Source: an optimization exercise on an open RTL-to-GDS flow (aim: small area). Production flows keep margins and buffers that such runs may drop. In this exercise RTL edits were held to simulation tests only and were not proved equivalent to the original. In every run shown here, the design's own scripts or RTL, not TritonCTS, make the clock network. The flow treats the clock pin as an ideal source. Dropping or thinning the clock tree relies on that and would not hold on a real chip. Power and IR drop assume default switching activity.

===== flow/flow/run.sh =====
#!/bin/bash
# Own layout flow: the standard synthesis, then the combinational logic
# between the registers is re-mapped by ABC with an area-oriented script
# (registers, their names and cell types are kept as instances), then the standard flow's
# standard layout from that netlist, with the port buffers made of buf_1
# and a one-level clock tree of 4 buffers (flow/manual_cts.tcl).
set -euo pipefail
W=$PWD
LIB=$FLOW_HOME/platforms/$FLOW_PLATFORM/lib/sky130_fd_sc_hd__tt_025C_1v80.lib
R=$W/orfs/results/$FLOW_PLATFORM/top/base

# 1. standard synthesis
bash standard.sh synth > $W/synth.log 2>&1

# 2. re-map the combinational logic
mkdir -p $W/reopt
cd $W/reopt
cp $R/1_2_yosys.v std_1_2_yosys.v
cp $R/1_2_yosys.v in.v
python3 $W/flow/mkcells.py $LIB cells.v
DONTUSE=$(grep -oE 'cell *\("?sky130_fd_sc_hd__(lpflow|probe|clk|dly)[a-z0-9_]*' $LIB | sed -E 's/.*\("?//' | sed 's/^/-dont_use /' | tr '\n' ' ')
sed -e "s#@TOP@#$FLOW_TOP#" -e "s#@LIB@#$LIB#g" -e "s#@ABC@#$W/flow/reopt.abc#" -e "s#@DONTUSE@#$DONTUSE#" $W/flow/reopt.ys.in > reopt.ys
yosys -q -l $W/reopt.log reopt.ys > /dev/null 2>&1
cp out.v $R/1_2_yosys.v
touch $R/1_2_yosys.v
cd $W

# 3. standard layout from the re-mapped netlist
export BUFFER_PORTS_ARGS="-buffer_cell sky130_fd_sc_hd__buf_1"
# clock tree: the clock port drives 4 clkbuf_8, each driving the clock pins
# of one group of nearby registers (flow/manual_cts.tcl, run before ORFS CTS)
export PRE_CTS_TCL=$W/flow/manual_cts.tcl
export MANUAL_CTS_GROUPS=4
export MANUAL_CTS_BUF=sky130_fd_sc_hd__clkbuf_8
bash standard.sh finish > $W/layout.log 2>&1

===== flow/flow/manual_cts.tcl =====
# Manual clock tree, sourced by ORFS's cts.tcl before its CTS (PRE_CTS_TCL).
# The registers' clock pins are split into NCLK groups by position (k-means),
# each group is driven by one clock buffer placed at its centre, and the
# clock port drives the NCLK buffers. ORFS's clock_tree_synthesis is then
# skipped; the rest of cts.tcl (legalization, timing repair) runs as usual.
set ncl $::env(MANUAL_CTS_GROUPS)
set bufname $::env(MANUAL_CTS_BUF)
set block [ord::get_db_block]
set db [ord::get_db]
set clk_net [$block findNet clock]
set sinks {}
foreach it [$clk_net getITerms] {
  if { [$it isInputSignal] || [$it getIoType] == "INPUT" } {
    set inst [$it getInst]
    set bb [$inst getBBox]
    lappend sinks [list $it [expr {([$bb xMin] + [$bb xMax]) / 2.0}] [expr {([$bb yMin] + [$bb yMax]) / 2.0}]]
  }
}
set n [llength $sinks]
puts "manual CTS: $n clock sinks, $ncl groups of $bufname"
# k-means, seeded with sinks spread along x then y order
set sorted [lsort -real -index 1 $sinks]
set cx {}; set cy {}
for {set k 0} {$k < $ncl} {incr k} {
  set s [lindex $sorted [expr {int(($k + 0.5) * $n / $ncl)}]]
  lappend cx [lindex $s 1]; lappend cy [lindex $s 2]
}
set cap [expr {int(ceil(double($n) / $ncl))}]
for {set iter 0} {$iter < 50} {incr iter} {
  # capacitated assignment: sinks in order of their best distance, each to the nearest group with room
  set cand {}
  foreach s $sinks {
    set best 1e18
    for {set k 0} {$k < $ncl} {incr k} {
      set d [expr {abs([lindex $s 1] - [lindex $cx $k]) + abs([lindex $s 2] - [lindex $cy $k])}]
      if {$d < $best} { set best $d }
    }
    lappend cand [list $s $best]
  }
  set cnt [lrepeat $ncl 0]
  set asg {}
  foreach c [lsort -real -index 1 $cand] {
    set s [lindex $c 0]
    set bk -1; set bd 1e18
    for {set k 0} {$k < $ncl} {incr k} {
      if {[lindex $cnt $k] >= $cap} continue
      set d [expr {abs([lindex $s 1] - [lindex $cx $k]) + abs([lindex $s 2] - [lindex $cy $k])}]
      if {$d < $bd} { set bd $d; set bk $k }
    }
    lset cnt $bk [expr {[lindex $cnt $bk] + 1}]
    lappend asg [list $s $bk]
  }
  set sx [lrepeat $ncl 0.0]; set sy [lrepeat $ncl 0.0]
  foreach a $asg {
    set k [lindex $a 1]; set s [lindex $a 0]
    lset sx $k [expr {[lindex $sx $k] + [lindex $s 1]}]
    lset sy $k [expr {[lindex $sy $k] + [lindex $s 2]}]
  }
  for {set k 0} {$k < $ncl} {incr k} {
    if {[lindex $cnt $k] > 0} {
      lset cx $k [expr {[lindex $sx $k] / [lindex $cnt $k]}]
      lset cy $k [expr {[lindex $sy $k] / [lindex $cnt $k]}]
    }
  }
}
set master [$db findMaster $bufname]
for {set k 0} {$k < $ncl} {incr k} {
  set inst [odb::dbInst_create $block $master "clkbuf_manual_$k"]
  set net [odb::dbNet_create $block "clknet_manual_$k"]
  $net setSigType CLOCK
  [$inst findITerm A] connect $clk_net
  [$inst findITerm X] connect $net
  $inst setLocation [expr {int([lindex $cx $k])}] [expr {int([lindex $cy $k])}]
  $inst setPlacementStatus PLACED
  lappend bufnets $net
}
foreach a $asg {
  set it [lindex [lindex $a 0] 0]
  set k [lindex $a 1]
  $it disconnect
  $it connect [lindex $bufnets $k]
}
puts "manual CTS: group sizes $cnt"
rename clock_tree_synthesis __orfs_clock_tree_synthesis
proc clock_tree_synthesis { args } {
  puts "manual CTS: clock_tree_synthesis skipped"
  set_propagated_clock [all_clocks]
}

===== flow/flow/mkcells.py =====
# Writes Verilog models of the liberty's cells: combinational cells as assigns,
# every other cell as a blackbox (kept as an instance).
import re, sys
lib, out = sys.argv[1], sys.argv[2]
cells = {}
cell = None; pin = None; depth = 0
for line in open(lib):
    m = re.match(r'\s*cell\s*\(\s*"?(\w+)"?\s*\)', line)
    if m:
        cell = m.group(1); cells[cell] = {'pins': {}, 'seq': False}; pin = None; continue
    if cell is None: continue
    if re.match(r'\s*(ff|latch|ff_bank|latch_bank|statetable|clock_gating_integrated_cell)\b', line):
        cells[cell]['seq'] = True
    m = re.match(r'\s*pin\s*\(\s*"?(\w+)"?\s*\)', line)
    if m: pin = m.group(1); cells[cell]['pins'][pin] = {'dir': None, 'fn': None}; continue
    m = re.match(r'\s*direction\s*:\s*"?(\w+)"?', line)
    if m and pin: cells[cell]['pins'][pin]['dir'] = m.group(1)
    m = re.match(r'\s*function\s*:\s*"([^"]*)"', line)
    if m and pin: cells[cell]['pins'][pin]['fn'] = m.group(1)
with open(out, 'w') as f:
    for c, d in cells.items():
        ins = [p for p, v in d['pins'].items() if v['dir'] == 'input']
        outs = [p for p, v in d['pins'].items() if v['dir'] == 'output']
        ports = ins + outs
        comb = (not d['seq']) and outs and all(d['pins'][o]['fn'] for o in outs)
        if not comb:
            f.write('(* blackbox *)\n')
        f.write(f"module {c} ({', '.join(ports)});\n")
        for p in ins: f.write(f"  input {p};\n")
        for p in outs: f.write(f"  output {p};\n")
        if comb:
            for o in outs:
                e = d['pins'][o]['fn'].replace('!', '~').replace('+', '|').replace('*', '&')
                e = re.sub(r'(\w)\s+(?=[\w(~])', r'\1 & ', e)  # implicit AND by juxtaposition
                f.write(f"  assign {o} = {e};\n")
        f.write("endmodule\n")

===== flow/flow/reopt.abc =====
strash
&get -n
&deepsyn -I 10 -J 100
&put
dch -f
amap
topo

===== flow/flow/reopt.ys.in =====
read_verilog cells.v
read_verilog in.v
hierarchy -top @TOP@
flatten
simplemap
opt -fast -purge
tee -o stat_before.txt stat
abc -liberty @LIB@ -script @ABC@ @DONTUSE@
opt_clean -purge
splitnets
opt_clean -purge
hilomap -singleton -hicell sky130_fd_sc_hd__conb_1 HI -locell sky130_fd_sc_hd__conb_1 LO
insbuf -buf sky130_fd_sc_hd__buf_4 A X
tee -o stat_after.txt stat -liberty @LIB@
write_verilog -noattr -nohex -nodec out.v

===== flow/standard.sh =====
#!/bin/bash
# synth_recipe.tcl (not shown) runs the flow's synth.tcl, then flattens the netlist and writes it again
# the make line also repeats each setting of config.mk as NAME=value (left out here)
make -C /OpenROAD-flow-scripts/flow DESIGN_CONFIG=/design/flow/config.mk WORK_HOME=/design/flow/orfs CLKGATE_MAP_FILE= SYNTH_SCRIPT=/design/flow/synth_recipe.tcl "${@:-finish}"

===== flow/config.mk =====
export PLATFORM = sky130hd
export DESIGN_NAME = top
export DESIGN_NICKNAME = top
export VERILOG_FILES = /design/flow/design.v
export SDC_FILE = /design/flow/constraint.sdc
export NUM_CORES = 4
export LEC_CHECK = 0
export CAP_MARGIN = 20
export CORE_MARGIN = 2
export CORE_UTILIZATION = 40
export SLEW_MARGIN = 20

===== flow/constraint.sdc =====
create_clock -name core_clock -period 10.0 [get_ports {clock}]
set_input_delay 2.0000 -clock core_clock [delete_from_list [all_inputs] [get_ports {clock}]]
set_output_delay 2.0000 -clock core_clock [all_outputs]
set_load 0.01 [all_outputs]

===== flow/design.v =====
module debounce_tick (
    input  wire clk_i,
    input  wire rst_i,
    output wire tick
);
    reg [9:0] q;
    assign tick = (q == 10'b0011010001);
    always @(posedge clk_i or posedge rst_i) begin
        if (rst_i) q <= 10'b1011010001;
        else       q <= {q[8:0], (q[9] ^ q[6]) & ~tick};
    end
endmodule
module debounce #(
    parameter int DELAY = 0
) (
    input  wire clk_i,
    input  wire rst_i,
    input  wire tick,
    input  wire key_i,
    output wire debkey_o
);
    reg a, b;
    wire done = tick & a & ~b & ~key_i;
    always @(posedge clk_i or posedge rst_i) begin
        if (rst_i) begin
            a <= 1'b0;
            b <= 1'b0;
        end else if (tick) begin
            a <= (a & b) | (a & key_i) | (b & key_i);
            b <= key_i;
        end
    end
    generate
        if (DELAY == 0) begin : g_now
            assign debkey_o = done;
        end else begin : g_late
            reg f1, f2;
            always @(posedge clk_i or posedge rst_i) begin
                if (rst_i) begin
                    f1 <= 1'b0;
                    f2 <= 1'b0;
                end else begin
                    f1 <= done;
                    f2 <= f1;
                end
            end
            assign debkey_o = f2;
        end
    endgenerate
endmodule
module clock_divisor (
    input  logic clk,
    input  logic rst_i,
    output logic pulse_1hz,
    output logic pulse_500ms
);
    logic [12:0] q;
    logic p, z;
    assign z = (q == 13'b0110111011100);
    assign pulse_1hz = z & ~p;
    assign pulse_500ms = p;
    always_ff @(posedge clk or posedge rst_i) begin
        if (rst_i) begin
            q <= 13'b0111011001110;
            p <= 1'b1;
        end else begin
            q <= {q[11:7], q[6] & ~(z & ~p), q[5:3], q[2] & ~(z & p), q[1], q[0] | z, q[12] ^ q[6]};
            if (z) p <= ~p;
        end
    end
endmodule
module watch_interface (
    input  logic clock,
    input  logic reset,
    input  logic pulse_1hz,
    input  logic mode_button,
    input  logic add_button,
    input  logic sub_button,
    output logic [1:0] EA,           
    output logic [5:0] seconds, minutes,
    output logic [4:0] hours
);
wire run   = (EA == 2'd0);
wire set_h = (EA == 2'd1);
wire set_m = (EA == 2'd2);
wire set_s = (EA == 2'd3);
wire sub_only = sub_button & ~add_button;
wire s59 = seconds[5] & seconds[4] & seconds[3] & seconds[1] & seconds[0];
wire s0  = ~|seconds;
wire s50 = seconds[5] & seconds[4] & (seconds[3] | seconds[2] | seconds[1]);    
wire m59 = minutes[5] & minutes[4] & minutes[3] & minutes[1] & minutes[0];
wire m0  = ~|minutes;
wire m50 = minutes[5] & minutes[4] & (minutes[3] | minutes[2] | minutes[1]);
wire h23 = hours[4] & hours[2] & hours[1] & hours[0];
wire h0  = ~|hours;
wire s_tick = run & pulse_1hz;
wire s_add  = set_s & add_button;
wire s_sub  = set_s & sub_only;
wire m_tick = s_tick & s59;
wire m_add  = set_m & add_button;
wire m_sub  = set_m & sub_only;
wire h_inc  = (m_tick & m59) | (set_h & add_button);
wire h_sub  = set_h & sub_only;
always_ff @(posedge clock, posedge reset) begin
    if (reset) EA <= 2'd0;
    else if (mode_button) EA <= EA + 2'd1;
end
always_ff @(posedge clock, posedge reset) begin
    if (reset) begin
        seconds <= 0; minutes <= 0; hours <= 0;
    end else begin
        if ((s_add & s50) | (s_tick & s59)) seconds <= 6'd0;
        else if (s_add | s_tick) seconds <= seconds + 6'd1;
        else if (s_sub) seconds <= s0 ? 6'd59 : seconds - 6'd1;
        if ((m_add & m50) | (m_tick & m59)) minutes <= 6'd0;
        else if (m_add | m_tick) minutes <= minutes + 6'd1;
        else if (m_sub) minutes <= m0 ? 6'd59 : minutes - 6'd1;
        if (h_inc) hours <= h23 ? 5'd0 : hours + 5'd1;
        else if (h_sub) hours <= h0 ? 5'd23 : hours - 5'd1;
    end
end
endmodule
module dspl_drv_8dig (
    input  wire clock,
    input  wire reset,
    input  wire [1:0] mode,        
    input  wire blink,
    input  wire [5:0] seconds, minutes,
    input  wire [4:0] hours,
    output wire [7:0] an,
    output reg  [7:0] dec_ddp
);
    reg [6:0] q;
    wire ck_rise = (q == 7'b0001100);
    always @(posedge clock or posedge reset) begin
        if (reset) q <= 7'b0001110;
        else       q <= {q[5:0], (q[6] ^ q[0]) | ck_rise};
    end
    reg [2:0] dig_selection;
    reg en;
    reg [3:0] selected_dig;
    reg [5:0] field;
    reg tens;
    reg lit;
    always @(*) begin
        case (dig_selection)
            3'd0: begin field = seconds;         tens = 1'b0; lit = blink | (mode != 2'd3); end
            3'd1: begin field = seconds;         tens = 1'b1; lit = blink | (mode != 2'd3); end
            3'd3: begin field = minutes;         tens = 1'b0; lit = blink | (mode != 2'd2); end
            3'd4: begin field = minutes;         tens = 1'b1; lit = blink | (mode != 2'd2); end
            3'd6: begin field = {1'b0, hours};   tens = 1'b0; lit = blink | (mode != 2'd1); end
            3'd7: begin field = {1'b0, hours};   tens = 1'b1; lit = blink | (mode != 2'd1); end
            3'd2: begin field = minutes;         tens = 1'b0; lit = 1'b0; end
            default: begin field = minutes;      tens = 1'b1; lit = 1'b0; end
        endcase
    end
    localparam [63:0] TENS0 = 64'b0000111111111100000000001111111111000000000011111111110000000000;
    localparam [63:0] TENS1 = 64'b1111000000000000000000001111111111111111111100000000000000000000;
    localparam [63:0] TENS2 = 64'b1111111111111111111111110000000000000000000000000000000000000000;
    localparam [63:0] UNITS0 = 64'b1010101010101010101010101010101010101010101010101010101010101010;
    localparam [63:0] UNITS1 = 64'b1100001100110000110011000011001100001100110000110011000011001100;
    localparam [63:0] UNITS2 = 64'b0000001111000000111100000011110000001111000000111100000011110000;
    localparam [63:0] UNITS3 = 64'b0000110000000011000000001100000000110000000011000000001100000000;
    wire [6:0] bcd = {TENS2[field], TENS1[field], TENS0[field], UNITS3[field], UNITS2[field], UNITS1[field], UNITS0[field]};
    wire [3:0] val = tens ? {1'b0, bcd[6:4]} : bcd[3:0];
    always @(posedge clock or posedge reset) begin
        if (reset) begin
            dig_selection <= 3'd0;
            en <= 1'b0;
        end else if (ck_rise) begin
            dig_selection <= dig_selection + 3'd1;
            en <= lit;
        end
    end
    always @(posedge clock) begin
        if (ck_rise) selected_dig <= val;
    end
    genvar i;
    generate
        for (i = 0; i < 8; i = i + 1) begin : g_an
            if (i == 2 || i == 5) begin : g_dark
                assign an[i] = 1'b1;
            end else begin : g_lit
                assign an[i] = ~(en && dig_selection == ((i + 1) % 8));
            end
        end
    endgenerate
    localparam [15:0] SEG1 = 16'b1000000010000011;
    localparam [15:0] SEG2 = 16'b1000100010001110;
    localparam [15:0] SEG3 = 16'b1011101010111010;
    localparam [15:0] SEG4 = 16'b1000000010010010;
    localparam [15:0] SEG5 = 16'b0000010000000100;
    localparam [15:0] SEG6 = 16'b0110000001100000;
    localparam [15:0] SEG7 = 16'b0000000000010010;
    always @(*) begin
        dec_ddp[1] = SEG1[selected_dig];
        dec_ddp[2] = SEG2[selected_dig];
        dec_ddp[3] = SEG3[selected_dig];
        dec_ddp[4] = SEG4[selected_dig];
        dec_ddp[5] = SEG5[selected_dig];
        dec_ddp[6] = SEG6[selected_dig];
        dec_ddp[7] = SEG7[selected_dig];
        dec_ddp[0] = 1'b1;
    end
endmodule
module top (
    input  logic clock,
    input  logic reset,
    input  logic mode_buttonBTNC,
    input  logic add_buttonBTNR,
    input  logic sub_buttonBTNL,
    output logic [7:0] AN,
    output logic [7:0] DIGIT
);
logic tick;
logic mode_p, add_p, sub_p;
logic pulse_1hz, pulse_500ms;
logic [1:0] EA;
logic [5:0] seconds, minutes;
logic [4:0] hours;
debounce_tick dtick (.clk_i(clock), .rst_i(reset), .tick(tick));
debounce #(.DELAY(2)) mode (.clk_i(clock), .rst_i(reset), .tick(tick), .key_i(mode_buttonBTNC), .debkey_o(mode_p));
debounce #(.DELAY(0)) add  (.clk_i(clock), .rst_i(reset), .tick(tick), .key_i(add_buttonBTNR),  .debkey_o(add_p));
debounce #(.DELAY(0)) sub  (.clk_i(clock), .rst_i(reset), .tick(tick), .key_i(sub_buttonBTNL),  .debkey_o(sub_p));
clock_divisor divisor (.clk(clock), .rst_i(reset), .pulse_1hz(pulse_1hz), .pulse_500ms(pulse_500ms));
watch_interface main (
    .clock(clock), .reset(reset), .pulse_1hz(pulse_1hz),
    .mode_button(mode_p), .add_button(add_p), .sub_button(sub_p),
    .EA(EA), .seconds(seconds), .minutes(minutes), .hours(hours)
);
dspl_drv_8dig display (
    .clock(clock), .reset(reset), .mode(EA), .blink(pulse_500ms),
    .seconds(seconds), .minutes(minutes), .hours(hours),
    .an(AN), .dec_ddp(DIGIT)
);
endmodule

==> results of run 1 <==
## power groups by stage
stage | clock network (mW) | registers, mW | logic [mW]
6_report | 0.101 | 0.272 | 0.0107
5_1_grt | 0.115 | 0.273 | 0.0129
4_1_cts | 0.105 | 0.272 | 0.0112
3_5_place_dp | 0 | 0.277 | 0.0113
3_3_place_gp | 0 | 0.277 | 0.0112
2_1_floorplan | 0 | 0.277 | 0.00847
## flip-flops by register name (all words and copies together) (netlist names), 2 cells and up
name	cells
divisor.q	13
dtick.q	10
display.q	7
main.minutes	6
main.seconds	6
main.hours	5
display.selected_dig	4
display.dig_selection	3
main.EA	2
## per-layer routing
layer  routed length, um  vias up  global-route usage [%]
met2                2400       57                    21.9
met3                 285        9                    1.25
li1                    -     1168                       -
met5                   0        -                       0
met1                2820     1068                    21.0
met4                  99        0                    2.69
## worst max path at each step
stage	start	end	slack [ns]	cells after the start
floorplan	add_buttonBTNR	main.seconds[5]$_DFFE_PP0P_	6.07	12
global placement	add_buttonBTNR	main.seconds[5]$_DFFE_PP0P_	5.72	13
detailed placement	add_buttonBTNR	main.seconds[5]$_DFFE_PP0P_	5.64	13
CTS	add_buttonBTNR	main.seconds[5]$_DFFE_PP0P_	5.83	13
global route	add_buttonBTNR	main.seconds[5]$_DFFE_PP0P_	5.42	13
finish	add_buttonBTNR	main.seconds[5]$_DFFE_PP0P_	5.83	13
## critical path: stages
cell and delay (ns):
buf_1 0.09, nor3_1 0.32, inv_1 0.10, nor2_1 0.32, a21oi_1 0.10, o21ai_0 0.23
o221ai_1 0.18, inv_1 0.12, o221ai_1 0.14, o21ai_0 0.29, o221ai_1 0.19, nand2_1 0.09
o21ai_0 0.07
## stage by stage
step,setup WS (ns),cells,instance area (um^2),hold WS [ns],power [mW]
after global placement,5.72,441,3180,0.337,0.288
after floorplan,6.07,327,3010,0.331,0.285
final,5.83,445,3230,0.357,0.384
after detailed placement,5.64,441,3180,0.338,0.289
after CTS,5.83,445,3230,0.361,0.389
after global routing,5.42,445,3230,0.378,0.401
## final cells by class
class	instances	area [um^2]
Sequential cell	66	1690
Buffer	4	55.1
Timing Repair Buffer	18	71.3
Tap cell	99	124
Inverter	48	180
Multi-Input combinational cell	210	1110
Fill cell	729	4020
==> results.toml, run 1 <==
[route]
drtIter0Drc = 119
dr.pass1.iters = 4
routedWlPerCell_um = 12.6
dr_total_vias = 2302
via_per_inst = 5.17
antenna_left = 0
drcViolationCount = 0
wl_mm = 5.60

[place]
io_buffers = 17
place_congestion = 0.985
dp_hpwl_mm = 4.12

[cells_and_area]
nets = 353
final_cell_mix = "nor2_1, inv_1, dfrtp_1"
final_common_cell = "nor2_1"
antennaDiodeCount = 0
layout-drive-gt1-share_pct = 6.65
post-route-util_pct = 44.6
area_growth_pct = 7.85

[setup_path]
critPathLaunchType = "primary input"
cp_max_fo = 6
worstReg2RegStart = "dtick.q[7]$_DFF_PP1_"
critPathArrivalTime_ns = 4.24
r2r_slack_ns = 6.22
cp.required_ns = 10.06
end_kind = "register"
r2r_end = "main.seconds[5]$_DFFE_PP0P_"
worstSetupPathType = "primary input to register"
reg2reg_depth = 13

[power_and_ir_drop]
peakVddDrop_v = 0.000120
netSwitchingPower_uw = 73.6
p_int_uw = 310
leakage_nw = 1.39
power_density_nw_per_um2 = 119
combPwrFrac_pct = 2.8
power_frac_seq_pct = 71.0
p_clk_share_pct = 26.2
switching_share_pct = 19.2

[clock_tree]
post-cts-setup-buffer-count = 0
postCtsHoldBufs = 0
clkLatencyLatePin_ns = 0.17
clk_pin_slew_ns = 0.12
cts_resized = 0

[hold_path]
hold_end = "mode.g_late.f2$_DFF_PP0_"
hold_depth = 0
hp-start = "mode.g_late.f1$_DFF_PP0_"
min_path_type = "register to register"

[timing]
rsz0062_at_grt = "no"
maxSlewHeadroom_pct = 47.7
setup_tns_ns = 0
min_period_over_period_pct = 41.7
finalHoldViolCount = 0
period_needed_ns = 4.17
finalSetupViolations = 0
fmaxAchievable_ghz = 0.240
worst_slew_pin_slew_ns = 0.778
finalClockSkew_ns = 0.0265
slew_violations = 0

[global_route]
grt_start_max_net_pins = 63
antenna_found_initial = 0
grt_pass1_wl_mm = 9.83
track_usage_pct = 13.9
global_route.overflow_total = 0
first_global_vias = 2185

[synthesis]
syn_inst = 325
synth_area_per_cell_um2 = 9.22
yosysWarnings = 6
syn-cell-area_um2 = 3000

[job]
drv_cap = 0

[outcome]
outcome = "complete, no violations"

[floorplan]
die_area_um2 = 8200
ios = 21
fp.dieW_um = 90.6
rows = 31
die_h_um = 90.6
start_util_pct = 41.3
core_um2 = 7250
==> run 2: changes to the inputs <==
==> flow/flow/reopt.abc (replaced) <==
strash
&get -n
&deepsyn -I 10 -J 100
&put
dch
amap
topo
==> run 2 against run 1 <==
Still clean. Combinational power down about 40%. Clock skew decreased by 0.015 ns. Die area fell by 0.44%. Sequential cell count unchanged. Register-to-register slack improved by 0.42 ns. Via count rose by 1.6%. Fmax shrank 1.9%. Sequential share of layout area rose by 0.10 points. Cell count unchanged. Global-route usage up 0.29 points. Sequential power hardly changed. Critical path type unchanged. Largest power group unchanged.
==> results.toml, run 2 <==
[route]
via_per_inst = 5.25
dr.pass1.iters = 4
drcViolationCount = 0
drtIter0Drc = 173
antenna_left = 0
wl_mm = 5.76
routedWlPerCell_um = 12.9
dr_total_vias = 2338

[timing]
period_needed_ns = 4.26
hold_ws_ns = 0.356
finalHoldViolCount = 0
maxSlewHeadroom_pct = 50.6
slew_violations = 0
worst_slew_pin_slew_ns = 0.741
setup_tns_ns = 0
min_period_over_period_pct = 42.6
setup_slack_ns = 5.74
fmaxAchievable_ghz = 0.235
rsz0062_at_grt = "no"
finalSetupViolations = 0
finalClockSkew_ns = 0.0111

[cells_and_area]
antennaDiodeCount = 0
final_common_cell = "inv_1"
nets = 353
largest_registers = "divisor.q: 13 flops, dtick.q: 10 flops, display.q: 7 flops"
finalInstanceArea_um2 = 3230
largest_reg_flops = 13
final_cell_mix = "inv_1, nor2_1, dfrtp_1"
layout-drive-gt1-share_pct = 6.94
area_growth_pct = 8.13
top_register = "divisor.q"

[synthesis]
synth_area_per_cell_um2 = 9.21
syn-cell-area_um2 = 2980
syn_inst = 324
yosysWarnings = 6

[setup_path]
crit_top_cell = "o221ai_1"
r2r_slack_ns = 6.64
cp_slowest_cell = "nor3_1"
path_cells = "buf_1 -> nor3_1 -> nand2_1 -> inv_1 -> a21oi_1 -> o21ai_0 -> o221ai_1 -> inv_1 -> o221ai_1 -> o21ai_0 -> o221ai_1 -> nor2_1 -> a21oi_1"
cp.required_ns = 10.05
max_stage_delay_ns = 0.40
end_kind = "register"
critPathArrivalTime_ns = 4.30
cp_max_fo = 4
crit_start = "add_buttonBTNR"
worstSetupPathType = "primary input to register"
worstReg2RegStart = "dtick.q[7]$_DFF_PP1_"
critPathLaunchType = "primary input"

[power_and_ir_drop]
power_density_nw_per_um2 = 117
netSwitchingPower_uw = 71.2
leakage_nw = 1.48
switching_share_pct = 18.8
p_total_uw = 378
power_frac_seq_pct = 71.2
combPwrFrac_pct = 1.7
p_clk_share_pct = 27.1
peakVddDrop_v = 0.0000861
p_int_uw = 307

[floorplan]
die_h_um = 90.4
die_area_um2 = 8170
core_um2 = 7250
ios = 21
rows = 31
fp.dieW_um = 90.4
start_util_pct = 41.1

[hold_path]
hp-start = "mode.g_late.f1$_DFF_PP0_"
min_path_type = "register to register"

[clock_tree]
cts_resized = 0
clkLatencyLatePin_ns = 0.16
postCtsHoldBufs = 0
clk_pin_slew_ns = 0.10
post-cts-setup-buffer-count = 0

[place]
placedInstanceArea_um2 = 3170
dp_hpwl_mm = 4.24
pre_cts_slack_ns = 5.61
io_buffers = 17
place_congestion = 0.878

[global_route]
grt_start_max_net_pins = 63
first_global_vias = 2185
grt_pass1_wl_mm = 9.95
track_usage_pct = 14.2
global_route.overflow_total = 0
antenna_found_initial = 0

[outcome]
outcome = "complete, no violations"

[job]
drv_cap = 0
==> run 2: path summary, 6_finish.rpt <==
path / endpoint / cells after the start
max in group asynchronous: main.seconds[3]$_DFFE_PP0P_ / 3
min: mode.g_late.f2$_DFF_PP0_ / 0
min in group asynchronous: dtick.q[5]$_DFF_PP0_ / 3
min reg2reg: mode.g_late.f2$_DFF_PP0_ / 0
max reg2reg: main.seconds[5]$_DFFE_PP0P_ / 14
max: main.seconds[5]$_DFFE_PP0P_ / 13
==> run 2: cell type report <==
cell class,count,area (um^2)
Buffer,4,55.1
Inverter,53,199
Multi-Input combinational cell,204,1080
Fill cell,699,4030
Timing Repair Buffer,19,78.8
Sequential cell,66,1690
Tap cell,99,124
==> run 2: per-layer routing <==
| metal | global-route usage, % | wire length, um | up-vias |
|---|---|---|---|
| met1 | 21.2 | 2860 | 1096 |
| met3 | 2.09 | 339 | 9 |
| met2 | 22.2 | 2470 | 75 |
| li1 | - | - | 1158 |
| met5 | 0 | 0 | - |
| met4 | 2.56 | 96 | 0 |
==> run 2: worst max-delay path: cells and delay by family <==
family,cells,cell delay [ns]
compound gates,7,1.26
simple gates,3,0.68
buf+inv,3,0.35
==> run 2: metrics by stage <==
stage / cells / util (%)
2_1_floorplan: 326 / -
3_3_place_gp: 441 / 43.7
3_5_place_dp: 441 / 43.7
4_1_cts: 445 / 44.5
5_1_grt: 445 / 44.5
6_report: 445 / 44.5
==> run 2: power by group through the flow <==
stage | clock (mW) | sequential [mW] | combinational, mW
finish | 0.102 | 0.269 | 0.00647
floorplan | 0 | 0.274 | 0.00525
global placement | 0 | 0.274 | 0.00686
global route | 0.115 | 0.270 | 0.00790
CTS | 0.107 | 0.269 | 0.00687
detailed placement | 0 | 0.274 | 0.00689
==> run 3: changes to the inputs <==
==> flow/flow/reopt.abc (replaced) <==
strash
&get -n
&deepsyn -I 10 -J 100
&put
dch
amap -m
topo
==> run 3 against run 2 <==
Hold slack improved by 0.011 ns. Power fell by 0.58%. Clock skew fell by 0.0025 ns. Final area fell by 0.23%. Sequential share of layout area rose by 0.12 points. Die area fell by 0.23%. Synthesized cell count fell by 1.5%. Fmax fell by 0.24%. Sequential cell count did not move. Combinational power barely moved.
==> results.toml, run 3 <==
[outcome]
outcome = "complete, no violations"

[cells_and_area]
largest_reg_flops = 13
area_growth_pct = 8.15
nets = 348
regArea_um2 = 1690
largest_registers = "divisor.q: 13 flops, dtick.q: 10 flops, display.q: 7 flops"
final_cell_mix = "inv_1, dfrtp_1, nor2_1"
layout-drive-gt1-share_pct = 7.04
top_register = "divisor.q"
final_common_cell = "inv_1"
num-fill-cells = 704
antennaDiodeCount = 0
multi_input_area_um2 = 1070

[timing]
hold_ws_ns = 0.367
rsz0062_at_grt = "no"
fmaxAchievable_ghz = 0.234
min_period_over_period_pct = 42.7
setup_slack_ns = 5.73
setup_tns_ns = 0
maxSlewHeadroom_pct = 50.7
period_needed_ns = 4.27
slew_violations = 0
finalSetupViolations = 0
finalHoldViolCount = 0
finalClockSkew_ns = 0.00865
worst_slew_pin_slew_ns = 0.740

[place]
io_buffers = 17
pre_cts_slack_ns = 5.61
dp_hpwl_mm = 4.18
place_congestion = 0.834

[global_route]
global_route.overflow_total = 0
grt_start_max_net_pins = 63
antenna_found_initial = 0
first_global_vias = 2071
track_usage_pct = 13.6
grt_pass1_wl_mm = 9.54

[hold_path]
min_path_type = "register to register"
hp-start = "mode.g_late.f1$_DFF_PP0_"

[floorplan]
die_area_um2 = 8150
core_um2 = 7210
fp.dieW_um = 90.3
ios = 21
start_util_pct = 41.3
die_h_um = 90.3
rows = 31

[power_and_ir_drop]
p_int_uw = 307
leakage_nw = 1.48
power_frac_seq_pct = 71.6
p_clk_share_pct = 26.7
power_density_nw_per_um2 = 117
netSwitchingPower_uw = 69.1
peakVddDrop_v = 0.0000668
combPwrFrac_pct = 1.7
p_total_uw = 376
switching_share_pct = 18.4

[synthesis]
syn-cell-area_um2 = 2980
synth_area_per_cell_um2 = 9.33
syn_inst = 319
yosysWarnings = 6

[setup_path]
cp.required_ns = 10.05
critPathLaunchType = "primary input"
cp_max_fo = 4
worstSetupPathType = "primary input to register"
critPathArrivalTime_ns = 4.32
worstReg2RegStart = "divisor.q[10]$_DFF_PP1_"
end_kind = "register"
crit_start = "add_buttonBTNR"

[route]
dr_total_vias = 2248
via_per_inst = 5.11
highest_layer = "met4"
antenna_left = 0
drcViolationCount = 0
wl_met1_mm = 2.87
wl_mm = 5.56
met3_length_um = 188
wl_met2_mm = 2.42
drtIter0Drc = 101
routedWlPerCell_um = 12.6
dr.pass1.iters = 4

[clock_tree]
cts_resized = 0
postCtsHoldBufs = 0
clk_pin_slew_ns = 0.10
clkLatencyLatePin_ns = 0.16
post-cts-setup-buffer-count = 0

[job]
drv_cap = 0
==> run 3: power by group through the flow <==
| stage | clock [mW] | sequential (mW) | combinational [mW] |
|---|---|---|---|
| floorplan | 0 | 0.274 | 0.00525 |
| global placement | 0 | 0.274 | 0.00690 |
| detailed placement | 0 | 0.274 | 0.00689 |
| CTS | 0.106 | 0.269 | 0.00689 |
| global route | 0.114 | 0.270 | 0.00800 |
| finish | 0.100 | 0.269 | 0.00646 |
==> run 3: path summary, 6_finish.rpt <==
kind | end | slack, ns | cells past startpoint
setup / recovery | main.seconds[5]$_DFFE_PP0P_ | 5.73 | 13
hold / removal | mode.g_late.f2$_DFF_PP0_ | 0.37 | 0
setup reg to reg | main.minutes[4]$_DFFE_PP0P_ | 6.51 | 14
hold reg to reg | mode.g_late.f2$_DFF_PP0_ | 0.37 | 0
max in group asynchronous | main.minutes[5]$_DFFE_PP0P_ | 7.49 | 3
min in group asynchronous | divisor.q[8]$_DFF_PP0_ | 2.03 | 3
==> run 3: metrics by stage <==
step | std cells | instance area [um^2] | utilization (%)
global route | 440 | 3220 | 44.6
CTS | 440 | 3220 | 44.6
floorplan | 321 | 2980 | -
global placement | 436 | 3160 | 43.9
detailed placement | 436 | 3160 | 43.9
finish | 440 | 3220 | 44.6
==> run 3: layout make-up <==
type	count	area share [%]
plain buffers	4	1.71
multi-input cells	200	33.3
repair buffers	19	2.45
well taps	99	3.85
inverters	52	6.06
flip-flops and latches	66	52.6
==> run 3: worst max-delay path, cell delays in order <==
cell	delay [ns]
buf_1	0.09
nor3_1	0.38
nand2_1	0.15
inv_1	0.15
a21oi_1	0.07
o21ai_0	0.29
o221ai_1	0.21
inv_1	0.12
o221ai_1	0.15
o21ai_0	0.31
o221ai_1	0.22
nor2_1	0.12
a21oi_1	0.04
==> run 3: layer usage <==
layer,track usage (%),up-vias
met5,0,-
met4,1.67,0
met3,0.835,6
met2,21.6,36
met1,21.2,1053
li1,-,1153
==> run 4: changes to the inputs <==
==> flow/flow/reopt.abc (replaced) <==
strash
&get -n
&deepsyn -I 10 -J 100 -t
&put
dch
amap -m
topo
==> run 4 against run 3 <==
Sequential share of layout area is 0.23 points higher. First-iteration DRC count is 54% higher. Still clean on timing, DRC and antenna. Utilization is 0.19 points lower. Clock skew is 0.0017 ns higher. Sequential cell count stayed put. Hold slack worse by 0.0074 ns. Final area is 0.43% lower. Synthesized cell count is 2.5% lower. Synthesized area is 0.46% lower. Power is 2.8% higher. Via count is 1.1% higher. Routed wire length is 1.9% higher.
==> results.toml, run 4 <==
[outcome]
outcome = "complete, no violations"

[synthesis]
syn_inst = 311
yosysWarnings = 6
synth_area_per_cell_um2 = 9.53
syn-cell-area_um2 = 2960

[timing]
min_period_over_period_pct = 41.5
worst_slew_pin_slew_ns = 0.785
finalHoldViolCount = 0
finalClockSkew_ns = 0.0103
fmaxAchievable_ghz = 0.241
maxSlewHeadroom_pct = 47.5
finalSetupViolations = 0
period_needed_ns = 4.15
setup_tns_ns = 0
rsz0062_at_grt = "no"
slew_violations = 0

[power_and_ir_drop]
peakVddDrop_v = 0.0000595
leakage_nw = 1.39
power_density_nw_per_um2 = 121

[place]
placedInstanceArea_um2 = 3150
dp_hpwl_mm = 4.13
placed_cells = 428
io_buffers = 17
place_congestion = 0.866

[setup_path]
critPathLaunchType = "primary input"
critPathArrivalTime_ns = 4.24
end_kind = "register"
cp_max_fo = 4
worstSetupPathType = "primary input to register"
cp.required_ns = 10.08

[global_route]
antenna_found_initial = 0
grt_pass1_wl_mm = 9.98
global_route.overflow_total = 0
first_global_vias = 2145
grt_start_max_net_pins = 63
track_usage_pct = 14.2

[clock_tree]
clkLatencyLatePin_ns = 0.16
postCtsHoldBufs = 0
cts_resized = 0
clk_pin_slew_ns = 0.11
post-cts-setup-buffer-count = 0

[route]
drtIter0Drc = 156
dr_total_vias = 2273
routedWlPerCell_um = 13.1
via_per_inst = 5.26
drcViolationCount = 0
antenna_left = 0
wl_mm = 5.67
dr.pass1.iters = 4

[floorplan]
ios = 21
core_um2 = 7210
die_h_um = 90.1
rows = 31
die_area_um2 = 8110
fp.dieW_um = 90.1
start_util_pct = 41.1

[cells_and_area]
final_cell_mix = "nor2_1, dfrtp_1, inv_1"
layout-drive-gt1-share_pct = 7.21
finalInstanceArea_um2 = 3210
num-fill-cells = 755
top_register = "divisor.q"
final_common_cell = "nor2_1"
nets = 340
largest_reg_flops = 13
largest_registers = "divisor.q: 13 flops, dtick.q: 10 flops, display.q: 7 flops"
area_growth_pct = 8.19
antennaDiodeCount = 0
final_cells = 432

[hold_path]
min_path_type = "register to register"

[job]
drv_cap = 0
[run 4: worst max-delay path, stage by stage]
cell and delay (ns):
buf_1 0.08, nor3_1 0.31, nand2_1 0.18, inv_1 0.11
a21oi_1 0.08, o21ai_0 0.39, o221ai_1 0.25, a221oi_1 0.38
o21ai_0 0.20, a211oi_1 0.25
[run 4: layout make-up]
type / count / area, um^2 / area share [%]
sequential: 66 / 1690 / 52.8
tap: 99 / 124 / 3.86
buffer: 4 / 55.1 / 1.72
inverter: 44 / 165 / 5.15
multi-input combinational: 200 / 1090 / 34.0
timing repair buffer: 19 / 78.8 / 2.46
[run 4: power breakdown]
| part | switching [mW] | total, mW | internal, mW | leakage [nW] |
|---|---|---|---|---|
| logic | 0.00910 | 0.0123 | 0.00319 | 0.586 |
| registers | 0.00136 | 0.272 | 0.270 | 0.779 |
| clock network | 0.0655 | 0.103 | 0.0372 | 0.0288 |
[run 4: worst paths after layout]
check,from,to,slack (ns),depth (start not counted)
max in group asynchronous,reset,mode.b$_DFFE_PP0N_,7.50,3
worst min register to register,mode.g_late.f1$_DFF_PP0_,mode.g_late.f2$_DFF_PP0_,0.36,0
worst min-delay path,mode.g_late.f1$_DFF_PP0_,mode.g_late.f2$_DFF_PP0_,0.36,0
min in group asynchronous,reset,main.seconds[2]$_DFFE_PP0P_,2.03,3
worst max register to register,display.dig_selection[1]$_DFFE_PP0P_,display.selected_dig[3]$_SDFFCE_PP0P_,6.32,13
worst max-delay path,add_buttonBTNR,main.minutes[4]$_DFFE_PP0P_,5.85,10
[run 4: metrics by stage]
stage / total power [mW] / hold slack (ns) / utilization [%] / worst slack [ns]
after floorplan: 0.286 / 0.331 / - / 6.13
after global placement: 0.290 / 0.335 / 43.7 / 5.80
after detailed placement: 0.290 / 0.338 / 43.7 / 5.69
after CTS: 0.392 / 0.362 / 44.4 / 5.85
after global routing: 0.404 / 0.374 / 44.4 / 5.50
final: 0.387 / 0.360 / 44.4 / 5.85
[run 4: per-layer routing]
metal	share of wire (%)	global-route usage (%)
met2	44	22.6
met1	51	21.5
met4	1.1	1.67
met5	0	0
met3	4.6	1.59
==> run 5: changes to the inputs <==
==> flow/flow/reopt.abc (replaced) <==
strash
&get -n
&deepsyn -I 20 -J 200 -t
&put
dch
amap -m
topo
==> run 5 against run 4 <==
Fmax shrank 8.9%. Synthesized cell count shrank 0.64%. Final area shrank 0.78%. Power down 2.4%. Clock skew is 0.0078 ns higher. Register-to-register slack got worse by 0.58 ns. Largest power group unchanged. Combinational power fell by 47%. Routed wire length fell by 3.6%. Largest cell class unchanged. Highest routed layer unchanged. Sequential power is essentially flat.
==> results.toml, run 5 <==
[clock_tree]
clk_pin_slew_ns = 0.11
cts_resized = 0
clkLatencyLatePin_ns = 0.17
post-cts-setup-buffer-count = 0
postCtsHoldBufs = 0

[timing]
hold_ws_ns = 0.360
fmaxAchievable_ghz = 0.219
period_needed_ns = 4.56
min_period_over_period_pct = 45.6
slew_violations = 0
maxSlewHeadroom_pct = 46.5
finalSetupViolations = 0
setup_slack_ns = 5.44
finalClockSkew_ns = 0.0181
setup_tns_ns = 0
rsz0062_at_grt = "no"
worst_slew_pin_slew_ns = 0.796
finalHoldViolCount = 0

[setup_path]
cp_slowest_cell = "o21ai_0"
path_cells = "buf_1 -> inv_1 -> nand3_1 -> nor2_1 -> a21oi_1 -> o21ai_0 -> o221ai_1 -> nor3_1 -> o22ai_1 -> nor2_1 -> nor2_1 -> or2_0 -> a21oi_1 -> nor2_1 -> a211oi_1"
critical_path.top_delay_family = "compound AO/OA/AOI/OAI gates"
max_stage_delay_ns = 0.31
critPathLaunchType = "primary input"
end_kind = "register"
crit_top_cell = "nor2_1"
critPathArrivalTime_ns = 4.63
cp.required_ns = 10.08
crit_buf_inv = 2
cp_max_fo = 4
worstSetupPathType = "primary input to register"

[cells_and_area]
regArea_um2 = 1690
nets = 337
largest_reg_flops = 13
area_growth_pct = 7.99
antennaDiodeCount = 0
layout-drive-gt1-share_pct = 6.97
num-fill-cells = 675
final_common_cell = "nor2_1"
finalInstanceArea_um2 = 3180
final_cells = 429
multi_input_area_um2 = 1070
largest_registers = "divisor.q: 13 flops, dtick.q: 10 flops, display.q: 7 flops"
post-route-util_pct = 44.3
final_cell_mix = "nor2_1, dfrtp_1, inv_1"
top_register = "divisor.q"

[route]
drcViolationCount = 0
routedWlPerCell_um = 12.7
dr_total_vias = 2241
drtIter0Drc = 165
wl_mm = 5.46
via_per_inst = 5.22
dr.pass1.iters = 7
antenna_left = 0

[floorplan]
rows = 31
core_um2 = 7180
die_area_um2 = 8070
ios = 21
start_util_pct = 41.0
fp.dieW_um = 89.8
die_h_um = 89.8

[global_route]
track_usage_pct = 13.7
global_route.overflow_total = 0
grt_pass1_wl_mm = 9.74
antenna_found_initial = 0
first_global_vias = 2139
grt_start_max_net_pins = 63

[job]
drv_cap = 0

[power_and_ir_drop]
p_total_uw = 377
leakage_nw = 1.37
power_density_nw_per_um2 = 119
peakVddDrop_v = 0.0000893

[synthesis]
synth_area_per_cell_um2 = 9.53
syn-cell-area_um2 = 2950
yosysWarnings = 6
syn_inst = 309

[hold_path]
min_path_type = "register to register"

[place]
pre_cts_slack_ns = 5.35
place_congestion = 0.795
placed_cells = 425
io_buffers = 17
dp_hpwl_mm = 3.95
placedInstanceArea_um2 = 3130

[outcome]
outcome = "complete, no violations"
## run 5: final cells by class
cell class	count	share of cell area (%)
Inverter	44	5.19
Multi-Input combinational cell	198	33.7
Timing Repair Buffer	18	2.24
Sequential cell	66	53.2
Buffer	4	1.73
Tap cell	99	3.89
## run 5: metal layers
layer	wire, um	share of wire, %	global-route usage [%]	vias up
met5	0	0	0	-
met3	264	4.8	1.17	4
li1	-	-	-	1120
met4	61	1.1	1.41	0
met2	2430	44	22.9	47
met1	2710	50	20.5	1070
## run 5: path summary, 6_finish.rpt
check	startpoint	end	slack (ns)	cells after the start
setup / recovery	add_buttonBTNR	main.seconds[2]$_DFFE_PP0P_	5.44	15
hold / removal	mode.g_late.f1$_DFF_PP0_	mode.g_late.f2$_DFF_PP0_	0.36	0
setup reg to reg	dtick.q[7]$_DFF_PP1_	main.seconds[2]$_DFFE_PP0P_	5.74	15
hold reg to reg	mode.g_late.f1$_DFF_PP0_	mode.g_late.f2$_DFF_PP0_	0.36	0
max in group asynchronous	reset	main.seconds[5]$_DFFE_PP0P_	7.47	3
min in group asynchronous	reset	main.EA[1]$_DFFE_PP0P_	2.03	3
## run 5: power breakdown
group          total, mW  internal, mW  switching [mW]
combinational    0.00653      0.000770         0.00576
sequential         0.269         0.269        0.000126
clock              0.101        0.0371          0.0644
total              0.377         0.307          0.0702

## what the ideal ports hide
How much do the figures lean on ideal ports? The routed layouts below were timed once more, with nothing changed but the port constraints.
Step 1: set_driving_cell puts a clkbuf_16 on clock and a buf_2 on each other input, an assumption about the parent block.
Step 2 moves the port delays by t, midway between the first and last clock arrival at a register: inputs arrive t later, outputs are due t later. That takes back most of the time a late clock gives input paths.
Three values: ideal ports, drivers, drivers and shift; two values: the first two.
run	t (ns)	setup WS [ns]	worst register clock-pin slew, ns
run 1	0.216	5.826 / 5.865 / 5.649	0.12 / 0.12
run 2	0.214	5.743 / 5.780 / 5.565	0.10 / 0.10
run 3	0.214	5.732 / 5.773 / 5.558	0.10 / 0.10
run 4	0.215	5.846 / 5.885 / 5.670	0.11 / 0.11
run 5	0.217	5.442 / 5.483 / 5.266	0.11 / 0.11
After both steps every run listed still meets setup and hold. For run 2, which loses most, drivers alone change the setup slack by +0.037 ns; drivers and shift together by -0.178 ns.
